Context: an optimization exercise on an open-source flow, tuned for small area. The choices shown serve that exercise and are no tape-out recipe.
Function was checked by simulation only, so behaviour that the tests miss may differ from the original.
No driver is modelled on the clock port, so clocking that relies on it looks cheaper here than on a real chip.
Power and IR drop assume default switching activity.

==> flow/design.v <==
`timescale 1ns / 1ps
module clockdiv(
	input wire clk,
	input wire rst,
	output wire dclk,
	output wire segclk
	);
reg [1:0] phase;
localparam [17:0] INV = 18'h15555;
reg [17:0] st;
wire [17:0] sr = st ^ INV;
wire [17:0] sr_next = rst ? 18'd0 : {sr[16:0], sr[17] ^ sr[10] ^ (sr[16:0] == 17'd0)};
always @(posedge clk)
begin
	if (rst)
		phase <= 2'd0;
	else
		phase <= phase + 2'd1;
	st <= sr_next ^ INV;
end
assign segclk = (sr == 18'h02010);
assign dclk = (phase == 2'b01);
endmodule
`timescale 1ns / 1ps
module segdisplay(
	input wire clk,
	input wire rst,
	input wire segclk,
	output reg [6:0] seg,
	output reg [3:0] an
	);
always @(posedge clk)
begin
	if (rst)
		an <= 4'b1111;
	else if (segclk)
		an <= {an[0] & ~(an[3] & an[2] & an[1]), an[3:1]};
end
always @(*)
begin
	case (an)
		4'b0111: seg = 7'b1001000;  
		4'b1011: seg = 7'b0110000;  
		4'b1101: seg = 7'b1001100;  
		4'b1110: seg = 7'b0001010;  
		default: seg = 7'b1111111;
	endcase
end
endmodule
`timescale 1ns / 1ps
module debounce(
	input wire clk,
	input wire rst,
	input wire dclk,
	input wire btn,
	output wire fire
	);
localparam [10:0] SEED = 11'h035;
localparam [10:0] TGT  = 11'h06a;
localparam [10:0] CHK  = 11'h5a7;   
localparam [10:0] INV = 11'h555;
reg [10:0] st;
wire [10:0] lfsr = st ^ INV;
assign fire = dclk & ((lfsr & CHK) == (TGT & CHK));
reg [10:0] nxt;
always @(*)
begin
	if (rst)
		nxt = 11'd0;
	else if (dclk & btn)
		nxt = SEED;
	else if (fire)
		nxt = 11'd0;
	else
		nxt = {lfsr[9:0], lfsr[10] ^ lfsr[8]};
end
always @(posedge clk)
	st <= nxt ^ INV;
endmodule
module vga640x480(
	input wire clk,			 
	input wire rst,			 
	input wire dclk,		 
	input wire btns,
	input wire btnu,
	input wire btnd,
	input wire btnl,
	input wire btnr,
	output wire hsync,		 
	output wire vsync,		 
	output wire [2:0] red,	 
	output wire [2:0] green,  
	output wire [1:0] blue	 
	);
reg [3:0] konami;
reg [2:0] winner;         
reg [1:0] currentPlayer;  
reg [3:0] cursor;
reg [31:0] board;         
wire [1:0] b0  = board[1:0];
wire [1:0] b1  = board[3:2];
wire [1:0] b2  = board[5:4];
wire [1:0] b3  = board[7:6];
wire [1:0] b4  = board[9:8];
wire [1:0] b5  = board[11:10];
wire [1:0] b6  = board[13:12];
wire [1:0] b7  = board[15:14];
wire [1:0] b8  = board[17:16];
wire [1:0] b9  = board[19:18];
wire [1:0] b10 = board[21:20];
wire [1:0] b11 = board[23:22];
wire [1:0] b12 = board[25:24];
wire [1:0] b13 = board[27:26];
wire [1:0] b14 = board[29:28];
wire [1:0] b15 = board[31:30];
wire r0 = b0  != 0 & b0  == b1  & b1  == b2  & b2  == b3;
wire r1 = b4  != 0 & b4  == b5  & b5  == b6  & b6  == b7;
wire r2 = b8  != 0 & b8  == b9  & b9  == b10 & b10 == b11;
wire r3 = b12 != 0 & b12 == b13 & b13 == b14 & b14 == b15;
wire c0 = b0 != 0 & b0 == b4 & b4 == b8  & b8  == b12;
wire c1 = b1 != 0 & b1 == b5 & b5 == b9  & b9  == b13;
wire c2 = b2 != 0 & b2 == b6 & b6 == b10 & b10 == b14;
wire c3 = b3 != 0 & b3 == b7 & b7 == b11 & b11 == b15;
wire d0 = b0 != 0 & b0 == b5 & b5 == b10 & b10 == b15;
wire d1 = b3 != 0 & b3 == b6 & b6 == b9  & b9  == b11;
wire line = r0 | r1 | r2 | r3 | c0 | c1 | c2 | c3 | d0 | d1;
wire full = b0 != 0 & b1 != 0 & b2 != 0 & b3 != 0 & b4 != 0 & b5 != 0 & b6 != 0 & b7 != 0
          & b8 != 0 & b9 != 0 & b10 != 0 & b11 != 0 & b12 != 0 & b13 != 0 & b14 != 0 & b15 != 0;
wire [1:0] nextPlayer = {~(currentPlayer[1] & currentPlayer[0]), currentPlayer[1]};
wire fs, fu, fd, fl, fr;
debounce DS(.clk(clk), .rst(rst), .dclk(dclk), .btn(btns), .fire(fs));
debounce DU(.clk(clk), .rst(rst), .dclk(dclk), .btn(btnu), .fire(fu));
debounce DD(.clk(clk), .rst(rst), .dclk(dclk), .btn(btnd), .fire(fd));
debounce DL(.clk(clk), .rst(rst), .dclk(dclk), .btn(btnl), .fire(fl));
debounce DR(.clk(clk), .rst(rst), .dclk(dclk), .btn(btnr), .fire(fr));
integer i;
always @(posedge clk) begin
	if (rst) begin
		konami <= 0;
		winner <= 0;
		currentPlayer <= 1;
		cursor <= 0;
		board <= 0;
	end
	else begin
		if (fs) begin
			if (winner != 0) begin
				konami <= 0;
				winner <= 0;
				currentPlayer <= 1;
				cursor <= 0;
				board <= 0;
			end
			else begin
				currentPlayer <= nextPlayer;
				if (konami[3])   
					winner <= {1'b0, currentPlayer};
				else begin
					for (i = 0; i < 16; i = i + 1)
						if (cursor == i && board[2*i +: 2] == 2'd0)
							board[2*i +: 2] <= currentPlayer;
					if (line)
						winner <= {1'b0, currentPlayer};
					else if (full)
						winner <= 3'd4;
				end
			end
		end
		if (fu) begin
			if (cursor[3:2] != 2'd0) begin
				cursor[3:2] <= cursor[3:2] - 2'd1;
				cursor[1:0] <= cursor[1:0];
			end
			konami <= (konami[3:1] == 3'd0) ? konami + 4'd1 : 4'd0;
		end
		if (fd) begin
			if (cursor[3:2] != 2'd3) begin
				cursor[3:2] <= cursor[3:2] + 2'd1;
				cursor[1:0] <= cursor[1:0];
			end
			konami <= (konami[3:1] == 3'd1) ? konami + 4'd1 : 4'd0;
		end
		if (fl) begin
			if (cursor[1:0] != 2'd0) begin
				cursor[1:0] <= cursor[1:0] - 2'd1;
				cursor[3:2] <= cursor[3:2];
			end
			konami <= (konami[2] & ~konami[0]) ? konami + 4'd1 : 4'd0;
		end
		if (fr) begin
			if (cursor[1:0] != 2'd3) begin
				cursor[1:0] <= cursor[1:0] + 2'd1;
				cursor[3:2] <= cursor[3:2];
			end
			konami <= (konami[2] & konami[0]) ? konami + 4'd1 : 4'd0;
		end
	end
end
reg [2:0] hcol;
reg [2:0] hsub;
reg [4:0] hlo;
reg [2:0] vrow;
reg [6:0] vpos;
wire hloEnd = &hlo;
wire hEnd = hsub[2] & hloEnd;                       
wire lineEnd = hcol[2] & (hsub == 3'd0) & (hlo == 5'd15);   
wire vEnd = vrow[2] ? (vpos[5] & vpos[3]) : (vpos[6] & vpos[5] & vpos[4] & vpos[2] & vpos[1] & vpos[0]);
wire hStep = dclk;
wire hWrap = dclk & hEnd;
wire vStep = dclk & lineEnd;
wire vWrap = vStep & vEnd;
always @(posedge clk)
begin
	if (rst) begin
		hcol <= 3'd4;
		hsub <= 3'd0;
		hlo <= 5'd16;
		vrow <= 3'd4;
		vpos <= 7'd10;
	end
	else begin
		hlo <= hlo + {4'd0, hStep};
		hsub <= (hWrap) ? 3'd0 : hsub + {2'd0, hStep & hloEnd};
		hcol <= (hWrap & hcol[2]) ? 3'd0 : hcol + {2'd0, hWrap};
		vpos <= vWrap ? 7'd0 : vpos + {6'd0, vStep};
		vrow <= (vWrap & vrow[2]) ? 3'd0 : vrow + {2'd0, vWrap};
	end
end
assign hsync = ~(hcol[2] & ((hsub == 3'd0 & hlo[4]) | hsub == 3'd1 | hsub == 3'd2 | (hsub == 3'd3 & ~hlo[4])));
assign vsync = ~(vrow[2] & (vpos[5:1] == 5'd5));   
wire grid = (hcol[1:0] != 2'd0 & hsub == 3'd0 & hlo < 5'd5) | (vrow[1:0] != 2'd0 & vpos < 7'd5);
wire lit = ~hcol[2] & ~vrow[2] & ~grid;
wire curHit = hcol[1:0] == cursor[1:0] & vrow[1:0] == cursor[3:2]
            & hsub == 3'd2 & hlo >= 5'd11 & hlo < 5'd21     
            & vpos >= 7'd55 & vpos < 7'd65;
wire [1:0] cellv = board[{vrow[1:0], hcol[1:0], 1'b0} +: 2];
reg R, G, B;
always @(*)
begin
	if (winner != 0) begin
		R = winner[1] & ~winner[0];
		G = winner[1] & winner[0];
		B = ~winner[1] & winner[0];
	end
	else if (curHit) begin
		R = 1'b1;
		G = 1'b1;
		B = 1'b1;
	end
	else begin
		R = cellv == 2'd1;
		G = cellv == 2'd2;
		B = cellv == 2'd3;
	end
end
assign red   = {R & lit, R & lit, lit};
assign green = {G & lit, G & lit, lit};
assign blue  = {B & lit, lit};
endmodule
`timescale 1ns / 1ps
module NERP_demo_top(
	input wire clk,			 
	input wire rst,			 
	input wire btns,
	input wire btnu,
	input wire btnd,
	input wire btnl,
	input wire btnr,
	output wire [6:0] seg,	 
	output wire [3:0] an,	 
	output wire dp,			 
	output wire [2:0] red,	 
	output wire [2:0] green, 
	output wire [1:0] blue,	 
	output wire hsync,		 
	output wire vsync			 
	);
wire segclk;
wire dclk;
assign dp = 1;
clockdiv U1(
	.clk(clk),
	.rst(rst),
	.segclk(segclk),
	.dclk(dclk)
	);
segdisplay U2(
	.clk(clk),
	.rst(rst),
	.segclk(segclk),
	.seg(seg),
	.an(an)
	);
vga640x480 U3(
	.clk(clk),
	.rst(rst),
	.dclk(dclk),
	.btns(btns),
	.btnu(btnu),
	.btnd(btnd),
	.btnl(btnl),
	.btnr(btnr),
	.hsync(hsync),
	.vsync(vsync),
	.red(red),
	.green(green),
	.blue(blue)
	);
endmodule
Settings: LEC_CHECK=0, CAP_MARGIN=20, CORE_MARGIN=2, CORE_UTILIZATION=75, SLEW_MARGIN=20; clock period 10.0 ns.
standard.sh (not shown) runs the stock make flow with config.mk's settings and CLKGATE_MAP_FILE= SYNTH_SCRIPT=/design/flow/synth_recipe.tcl, a recipe that flattens the netlist after the stock synthesis.
==> flow/flow/run.sh <==
#!/bin/bash
# The standard layout (standard.sh), with these changes:
# - synthesis: synth_recipe.tcl unchanged, but its final ABC mapping is
#   replaced by the smallest of several area-oriented ABC runs
#   (flow/abc_pick.tcl, flow/area_s*.abc);
# - clock tree: TritonCTS with clkbuf_4 and no dummy loads; clock buffers
#   whose sinks would see too slow a clock edge become clkbuf_8
#   (flow/cts_post.tcl);
# - port buffers: buf_1.
# Each tool's output goes to standard.log here and to ORFS's own logs
# under orfs/logs.
set -euo pipefail
HERE=$(pwd)
printf 'source %s\nsource %s\n' "$HERE/flow/abc_pick.tcl" "$HERE/synth_recipe.tcl" > "$HERE/synth_area.tcl"
export ABC_SCRIPTS="$(ls "$HERE"/flow/area_s*.abc | tr '\n' ' ')"
bash standard.sh \
  "SYNTH_SCRIPT=$HERE/synth_area.tcl" \
  "CTS_ARGS=-sink_clustering_enable -repair_clock_nets -dont_use_dummy_load -buf_list sky130_fd_sc_hd__clkbuf_4" \
  "POST_CTS_TCL=$HERE/flow/cts_post.tcl" \
  "BUFFER_PORTS_ARGS=-buffer_cell sky130_fd_sc_hd__buf_1" \
  finish > standard.log 2>&1
Other scripts of this flow, unchanged in this note and not shown: flow/flow/abc_pick.tcl, flow/flow/area_s0.abc, flow/flow/area_s1.abc, flow/flow/area_s10.abc, flow/flow/area_s2.abc, flow/flow/area_s3.abc, flow/flow/area_s5.abc, flow/flow/area_s7.abc, flow/flow/area_s9.abc, flow/flow/cts_post.tcl
Next try:
- CORE_UTILIZATION: 75 -> 65
After rerunning: Total power shrinks by 0.99%. Via count shrinks by about 5%. Cell area barely changes. Synthesized area is unchanged. Final cell count grows by 1.1%. Hold slack got worse by 0.032 ns. Routed wire length shrinks by about 10%. First-iteration DRC count shrinks by 33%.

re-timing with driven ports:
No port has a modelled driver above. Below, the same layouts with a new extraction and two added sets of constraints. Step 1 assumes that a clkbuf_16 drives the clock port and a buf_2 every other input. Step 2 also shifts input and output timing later by t, the mid clock arrival at the registers, as if the neighbouring blocks saw the same clock. Slacks: ideal / step 1 / step 2; pairs: ideal / step 1.
run	t, ns	setup WS [ns]	hold slack, ns
the first run	0.567	5.247 / 5.213 / 5.379	0.374 / 0.374 / 0.374
the second run	0.538	5.233 / 5.199 / 5.646	0.342 / 0.342 / 0.342
After both steps every run listed still meets setup and hold.
